This is an optimization exercise on Yosys and OpenROAD, whose aim is small area, a short achievable clock period and few clock cycles per item, not a production implementation.
In this exercise RTL edits were held to simulation tests only and were not proved equivalent to the original.

==> v34 <==
// aesha_keccak
module aesha_keccak(input  logic         i_clk,
                    input  logic         i_reset,    
                    input  logic         i_start,
                    input  logic [511:0] i_data,
                    output logic [511:0] o_data,
                    output logic         o_busy,
                    output logic         o_done
                   );
    logic        busy, done;
    logic [4:0]  cnt;
    logic        ld;
    logic [24:0][63:0] a, a_in, a_nx;
    logic [4:0][63:0]  p01, p23, p0123, c, d;
    logic [24:0][63:0] t;       
    logic [24:0][63:0] b;       
    logic [63:0]       rc;
    logic [63:0]       ldv;
    always_ff @(posedge i_clk or negedge i_reset) begin
        if (!i_reset) begin
            busy <= 1'b0;
            done <= 1'b0;
            cnt  <= 5'd0;
        end else begin
            done <= busy && (cnt == 5'd23);
            if (!busy) begin
                busy <= i_start;
                cnt  <= 5'd0;
            end else begin
                if (cnt == 5'd23) busy <= 1'b0;
                cnt <= cnt + 5'd1;
            end
        end
    end
  ...
clock: 5.5 ns
lec_check: 0
cap_margin: 30
core_margin: 2
core_utilization: 50
cts_buf_list: sky130_fd_sc_hd__clkbuf_16
cts_cluster_diameter: 60
cts_cluster_size: 20
place_density: 0.6
setup_slack_margin: 1.75
slew_margin: 20
synth_hierarchical: 1
standard.sh (not shown) runs the stock make flow with config.mk's settings and CLKGATE_MAP_FILE= SYNTH_SCRIPT=/design/flow/synth_recipe.tcl, a recipe that flattens the netlist after the stock synthesis.
==> flow/flow/run.sh <==
#!/bin/bash
# The standard ORFS layout (standard.sh), with faster, smaller port buffers
# (buffer_ports -buffer_cell) and sizing not tied to cell footprints.
set -euo pipefail
bash standard.sh \
  "BUFFER_PORTS_ARGS=-buffer_cell sky130_fd_sc_hd__buf_2" \
  MATCH_CELL_FOOTPRINT=0 \
  finish > standard_sh.log 2>&1
==> v28 (differences from v34) <==
- CAP_MARGIN: 30 -> 40
- CORE_UTILIZATION: 50 -> 55
- PLACE_DENSITY: 0.6 -> 0.65
- SETUP_SLACK_MARGIN: 1.75 -> 2.0
- SLEW_MARGIN: 20 -> 40
==> v27 (differences from v34) <==
- CORE_UTILIZATION: 50 -> 45
- CTS_CLUSTER_DIAMETER: 60 -> 80
- CTS_CLUSTER_SIZE: 20 -> 28
- PLACE_DENSITY: 0.6 -> 0.55
- SETUP_SLACK_MARGIN: 1.75 -> 2.1
==> run summary <==
item	v28	v34	v27
Setup slack after placement	1.64 ns	1.54 ns	1.44 ns
RePlAce Congestion	1.28	1.24	1.20
Row count	152	160	168
Design Area, Final	115000 um^2	112000 um^2	117000 um^2
Relative area change from synthesis to final layout	20.4%	17.5%	22.8%
Critical Path RT	6.22 ns	6.20 ns	6.16 ns
Diodes inserted	30	47	35
Worst Path Arrival	4.63 ns	4.77 ns	4.51 ns
Worst skew pair latency	0.90 ns	0.87 ns	0.87 ns
Die outline height	420 um	441 um	464 um
Met1 demand-to-capacity share in global routing	64.6%	64.7%	66.0%
Post-cts repair resize count	77	6	406
Run status	finished clean	finished clean	finished with violations
Violated checks	-	-	max-capacitance violations, max-slew violations
Detailed-routing iteration count for the pre-antenna-repair pass	10	8	6
WL/cell	40.8 um	40.6 um	42.6 um
Total cell area at the placement stage	107000 um^2	105000 um^2	106000 um^2
Testbench counts of v34, summed over its fixed seeds: cycles 8,000, items 320.
Testbench counts of v28, summed over its fixed seeds: cycles 8,000, items 320.
Testbench counts of v27, summed over its fixed seeds: cycles 8,000, items 320.

==> inputs of job 1076 <==
Another version of the RTL of aesha_keccak (not shown whole).
==> module aesha_keccak, before the edit <==
module aesha_keccak(input  logic         i_clk,
                    input  logic         i_reset,    
                    input  logic         i_start,
                    input  logic [511:0] i_data,
                    output logic [511:0] o_data,
                    output logic         o_busy,
                    output logic         o_done
                   );
    localparam logic [149:0] ROT = {
        6'd14, 6'd56, 6'd61, 6'd2,  6'd18,    
        6'd8,  6'd21, 6'd15, 6'd45, 6'd41,    
        6'd39, 6'd25, 6'd43, 6'd10, 6'd3,     
        6'd20, 6'd55, 6'd6,  6'd44, 6'd36,    
        6'd27, 6'd28, 6'd62, 6'd1,  6'd0      
    };
    logic        busy, done;
    logic [4:0]  cnt;
    logic        accept;
    logic [24:0][63:0] a, a_in, a_nx;
    logic [4:0][63:0]  c, d;
    logic [24:0][63:0] b;
    logic [63:0]       rc;
    assign accept = i_start && !busy;
    always_ff @(posedge i_clk or negedge i_reset) begin
        if (!i_reset) begin
            busy <= 1'b0;
            done <= 1'b0;
            cnt  <= 5'd0;
        end else begin
            done <= busy && (cnt == 5'd23);
            if (accept) begin
                busy <= 1'b1;
                cnt  <= 5'd0;
            end else if (busy) begin
                if (cnt == 5'd23) busy <= 1'b0;
                cnt <= cnt + 5'd1;
            end
        end
    end
    genvar l, k, x, y;
    generate
        for (l = 0; l < 25; l++) begin : g_in
            if (l < 8) begin : g_msg
                for (k = 0; k < 8; k++) begin : g_byte
                    assign a_in[l][8*k +: 8] = i_data[511 - 8*(8*l + k) -: 8];
                end
            end else if (l == 8) begin : g_pad
                assign a_in[l] = 64'h8000000000000001;
            end else begin : g_zero
                assign a_in[l] = 64'h0;
            end
        end
    endgenerate
    logic [4:0][63:0]  p01, p23, p0123;
    logic [24:0][63:0] t;
    logic [63:0]       ldv;
    assign ldv = {64{accept}};
    generate
        for (x = 0; x < 5; x++) begin : g_c
            kx2 u_p01  (.a(a[x]),     .b(a[x+5]),  .y(p01[x]));
            kx2 u_p23  (.a(a[x+10]),  .b(a[x+15]), .y(p23[x]));
            kx2 u_p0123(.a(p01[x]),   .b(p23[x]),  .y(p0123[x]));
            kx2 u_c    (.a(p0123[x]), .b(a[x+20]), .y(c[x]));
        end
        for (x = 0; x < 5; x++) begin : g_d
            kx2 u_d(.a(c[(x+4)%5]), .b({c[(x+1)%5][62:0], c[(x+1)%5][63]}), .y(d[x]));
        end
        for (x = 0; x < 5; x++) begin : g_rx
            for (y = 0; y < 5; y++) begin : g_ry
                localparam int R = ROT[6*(x+5*y) +: 6];
                kx2 u_t(.a(a[x+5*y]), .b(d[x]), .y(t[x+5*y]));
                if (R == 0) begin : g_r0
                    assign b[y + 5*((2*x+3*y)%5)] = t[x+5*y];
                end else begin : g_rn
                    assign b[y + 5*((2*x+3*y)%5)] = {t[x+5*y][63-R:0], t[x+5*y][63:64-R]};
                end
            end
        end
        for (l = 0; l < 25; l++) begin : g_chi
            logic [63:0] b0, nb, xn, x1;
            if (l == 0) begin : g_iota
                assign b0 = b[0] ^ rc;
            end else begin : g_pass
                assign b0 = b[l];
            end
            kornb u_nb(.a(b[(l%5+2)%5 + 5*(l/5)]), .b(b[(l%5+1)%5 + 5*(l/5)]), .y(nb));
            if (l < 8) begin : g_msg
                kxn2 u_x (.a(b0), .b(nb), .y(x1));
                kmux u_ld(.s(ldv), .a(x1), .b(a_in[l]), .y(a_nx[l]));
            end else begin : g_clr
                logic [63:0] z;
                kx2  u_xn(.a(b0), .b(nb), .y(xn));
                knor u_ld(.a(ldv), .b(xn), .y(z));
                if (l == 8) begin : g_pad
                    assign a_nx[l] = z | {accept, 62'h0, accept};
                end else begin : g_zero
                    assign a_nx[l] = z;
                end
            end
        end
    endgenerate
    always_comb begin
        case (cnt)
            5'd0:  rc = 64'h0000000000000001;
            5'd1:  rc = 64'h0000000000008082;
            5'd2:  rc = 64'h800000000000808A;
            5'd3:  rc = 64'h8000000080008000;
            5'd4:  rc = 64'h000000000000808B;
            5'd5:  rc = 64'h0000000080000001;
            5'd6:  rc = 64'h8000000080008081;
            5'd7:  rc = 64'h8000000000008009;
            5'd8:  rc = 64'h000000000000008A;
            5'd9:  rc = 64'h0000000000000088;
            5'd10: rc = 64'h0000000080008009;
            5'd11: rc = 64'h000000008000000A;
            5'd12: rc = 64'h000000008000808B;
            5'd13: rc = 64'h800000000000008B;
            5'd14: rc = 64'h8000000000008089;
            5'd15: rc = 64'h8000000000008003;
            5'd16: rc = 64'h8000000000008002;
            5'd17: rc = 64'h8000000000000080;
            5'd18: rc = 64'h000000000000800A;
            5'd19: rc = 64'h800000008000000A;
            5'd20: rc = 64'h8000000080008081;
            5'd21: rc = 64'h8000000000008080;
            5'd22: rc = 64'h0000000080000001;
            5'd23: rc = 64'h8000000080008008;
            default: rc = 64'h0;
        endcase
    end
    always_ff @(posedge i_clk) begin
        a <= a_nx;
    end
    generate
        for (l = 0; l < 8; l++) begin : g_out
            for (k = 0; k < 8; k++) begin : g_obyte
                assign o_data[511 - 8*(8*l + k) -: 8] = a[l][8*k +: 8];
            end
        end
    endgenerate
    assign o_busy = busy;
    assign o_done = done;
endmodule
==> module kx2, before the edit <==
module kx2(input  logic [63:0] a, b, output logic [63:0] y);
    assign y = a ^ b;
endmodule
==> module kxn2, before the edit <==
module kxn2(input  logic [63:0] a, b, output logic [63:0] y);
    assign y = ~(a ^ b);
endmodule
==> module kornb, before the edit <==
module kornb(input  logic [63:0] a, b, output logic [63:0] y);
    assign y = b | ~a;
endmodule
==> module knor, before the edit <==
module knor(input  logic [63:0] a, b, output logic [63:0] y);
    assign y = ~(a | b);
endmodule
==> module kmux, before the edit <==
module kmux(input  logic [63:0] s, a, b, output logic [63:0] y);
    for (genvar i = 0; i < 64; i++) begin : g_bit
        assign y[i] = s[i] ? b[i] : a[i];
    end
endmodule
export LEC_CHECK = 0
export CAP_MARGIN = 40
export CORE_MARGIN = 2
export CORE_UTILIZATION = 35
export PLACE_DENSITY = 0.5
export SLEW_MARGIN = 40
export SYNTH_HIERARCHICAL = 1
create_clock -name core_clock -period 5.5 [get_ports {i_clk}]
run.sh (not shown) runs the stock make flow with config.mk's settings and CLKGATE_MAP_FILE= SYNTH_SCRIPT=/design/flow/synth_recipe.tcl, a recipe that flattens the netlist after the stock synthesis.
Stock flow here: none of the scripts above is used.
==> job 415 (differences from job 1076) <==
--- a/flow/design.v
+++ b/flow/design.v
@@ -285,48 +285,29 @@
         end
     endgenerate
-    logic [4:0][63:0]  p01, p23, p0123;
-    logic [24:0][63:0] t;
-    logic [63:0]       ldv;
-    assign ldv = {64{accept}};
     generate
         for (x = 0; x < 5; x++) begin : g_c
-            kx2 u_p01  (.a(a[x]),     .b(a[x+5]),  .y(p01[x]));
-            kx2 u_p23  (.a(a[x+10]),  .b(a[x+15]), .y(p23[x]));
-            kx2 u_p0123(.a(p01[x]),   .b(p23[x]),  .y(p0123[x]));
-            kx2 u_c    (.a(p0123[x]), .b(a[x+20]), .y(c[x]));
+            assign c[x] = a[x] ^ a[x+5] ^ a[x+10] ^ a[x+15] ^ a[x+20];
         end
         for (x = 0; x < 5; x++) begin : g_d
-            kx2 u_d(.a(c[(x+4)%5]), .b({c[(x+1)%5][62:0], c[(x+1)%5][63]}), .y(d[x]));
+            assign d[x] = c[(x+4)%5] ^ {c[(x+1)%5][62:0], c[(x+1)%5][63]};
         end
         for (x = 0; x < 5; x++) begin : g_rx
             for (y = 0; y < 5; y++) begin : g_ry
                 localparam int R = ROT[6*(x+5*y) +: 6];
-                kx2 u_t(.a(a[x+5*y]), .b(d[x]), .y(t[x+5*y]));
+                logic [63:0] t;
+                assign t = a[x+5*y] ^ d[x];
                 if (R == 0) begin : g_r0
-                    assign b[y + 5*((2*x+3*y)%5)] = t[x+5*y];
+                    assign b[y + 5*((2*x+3*y)%5)] = t;
                 end else begin : g_rn
-                    assign b[y + 5*((2*x+3*y)%5)] = {t[x+5*y][63-R:0], t[x+5*y][63:64-R]};
+                    assign b[y + 5*((2*x+3*y)%5)] = {t[63-R:0], t[63:64-R]};
                 end
             end
         end
-        for (l = 0; l < 25; l++) begin : g_chi
-            logic [63:0] b0, nb, xn, x1;
-            if (l == 0) begin : g_iota
-                assign b0 = b[0] ^ rc;
-            end else begin : g_pass
-                assign b0 = b[l];
-            end
-            kornb u_nb(.a(b[(l%5+2)%5 + 5*(l/5)]), .b(b[(l%5+1)%5 + 5*(l/5)]), .y(nb));
-            if (l < 8) begin : g_msg
-                kxn2 u_x (.a(b0), .b(nb), .y(x1));
-                kmux u_ld(.s(ldv), .a(x1), .b(a_in[l]), .y(a_nx[l]));
-            end else begin : g_clr
-                logic [63:0] z;
-                kx2  u_xn(.a(b0), .b(nb), .y(xn));
-                knor u_ld(.a(ldv), .b(xn), .y(z));
-                if (l == 8) begin : g_pad
-                    assign a_nx[l] = z | {accept, 62'h0, accept};
-                end else begin : g_zero
-                    assign a_nx[l] = z;
+        for (x = 0; x < 5; x++) begin : g_chx
+            for (y = 0; y < 5; y++) begin : g_chy
+                if (x == 0 && y == 0) begin : g_iota
+                    assign a_nx[0] = b[0] ^ (~b[1] & b[2]) ^ rc;
+                end else begin : g_chi
+                    assign a_nx[x+5*y] = b[x+5*y] ^ (~b[(x+1)%5+5*y] & b[(x+2)%5+5*y]);
                 end
             end
@@ -363,5 +344,5 @@
     end
     always_ff @(posedge i_clk) begin
-        a <= a_nx;
+        a <= accept ? a_in : a_nx;
     end
     generate
@@ -375,19 +356,2 @@
     assign o_done = done;
 endmodule
-module kx2(input  logic [63:0] a, b, output logic [63:0] y);
-    assign y = a ^ b;
-endmodule
-module kxn2(input  logic [63:0] a, b, output logic [63:0] y);
-    assign y = ~(a ^ b);
-endmodule
-module kornb(input  logic [63:0] a, b, output logic [63:0] y);
-    assign y = b | ~a;
-endmodule
-module knor(input  logic [63:0] a, b, output logic [63:0] y);
-    assign y = ~(a | b);
-endmodule
-module kmux(input  logic [63:0] s, a, b, output logic [63:0] y);
-    for (genvar i = 0; i < 64; i++) begin : g_bit
-        assign y[i] = s[i] ? b[i] : a[i];
-    end
-endmodule
SYNTH_HIERARCHICAL = default   (was 1)
==> comparison table <==
item	job 415	job 1076
Run status	timing/DRC/antenna clean	timing/DRC/antenna clean
Antenna diode count	91	76
Data arrival time at the worst-slack endpoint	4.76 ns	5.07 ns
Startpoint of the most critical setup path	a[251]	a[701]
Crit share post-route	0.714	0.779
Post-synthesis net count	10800	10700
Final #Nets	11500	11900
CP max-delay cell	sky130_fd_sc_hd__xnor3_1	sky130_fd_sc_hd__xor2_1
Met2 routed wirelength	348000 um	285000 um
Delay of the slowest cell on the worst path	0.95 ns	0.76 ns
Dominant cell by count in the synthesized netlist	sky130_fd_sc_hd__xnor2_1	sky130_fd_sc_hd__xor2_1
Final WL	861000 um	713000 um
DRC marker count from the first detailed-route iteration	11800	10200
Biggest area consumer among synthesized cells	sky130_fd_sc_hd__xnor3_1	sky130_fd_sc_hd__xor2_1
Testbench counts of job 1076, summed over its fixed seeds: cycles 8,000, items 320.
Testbench counts of job 415, summed over its fixed seeds: cycles 8,000, items 320.

[static timing again, ports no longer ideal]
No port has a modelled driver above. Below, the same layouts with a new extraction and two added sets of constraints. Step 1: set_driving_cell puts a clkbuf_16 on i_clk and a buf_2 on each other input, an assumption about the parent block. Step 2 moves the port delays by t, midway between the first and last clock arrival at a register: inputs arrive t later, outputs are due t later. That takes back most of the time a late clock gives input paths. Three values: ideal ports, drivers, drivers and shift; two values: the first two.
run | t (ns) | setup slack, ns | hold WS [ns] | clock arrival spread, ns
v34 | 0.950 | 1.427 / 1.427 / 1.427 | 0.087 / 0.020 / 0.668 | 0.049 / 0.050
v28 | 0.980 | 1.587 / 1.587 / 1.587 | 0.067 / -0.014 / 0.674 | 0.044 / 0.043
v27 | 0.953 | 1.655 / 1.655 / 1.655 | 0.068 / -0.015 / 0.672 | 0.050 / 0.049
job 1076 | 1.035 | 1.213 / 1.213 / 1.213 | 0.454 / 0.407 / 0.609 | 0.041 / 0.042
job 415 | 1.097 | 1.571 / 1.571 / 1.450 | 0.487 / 0.383 / 0.751 | 0.054 / 0.054
For job 415, which loses most, drivers alone change the setup slack by 0.000 ns; drivers and shift together by -0.121 ns.
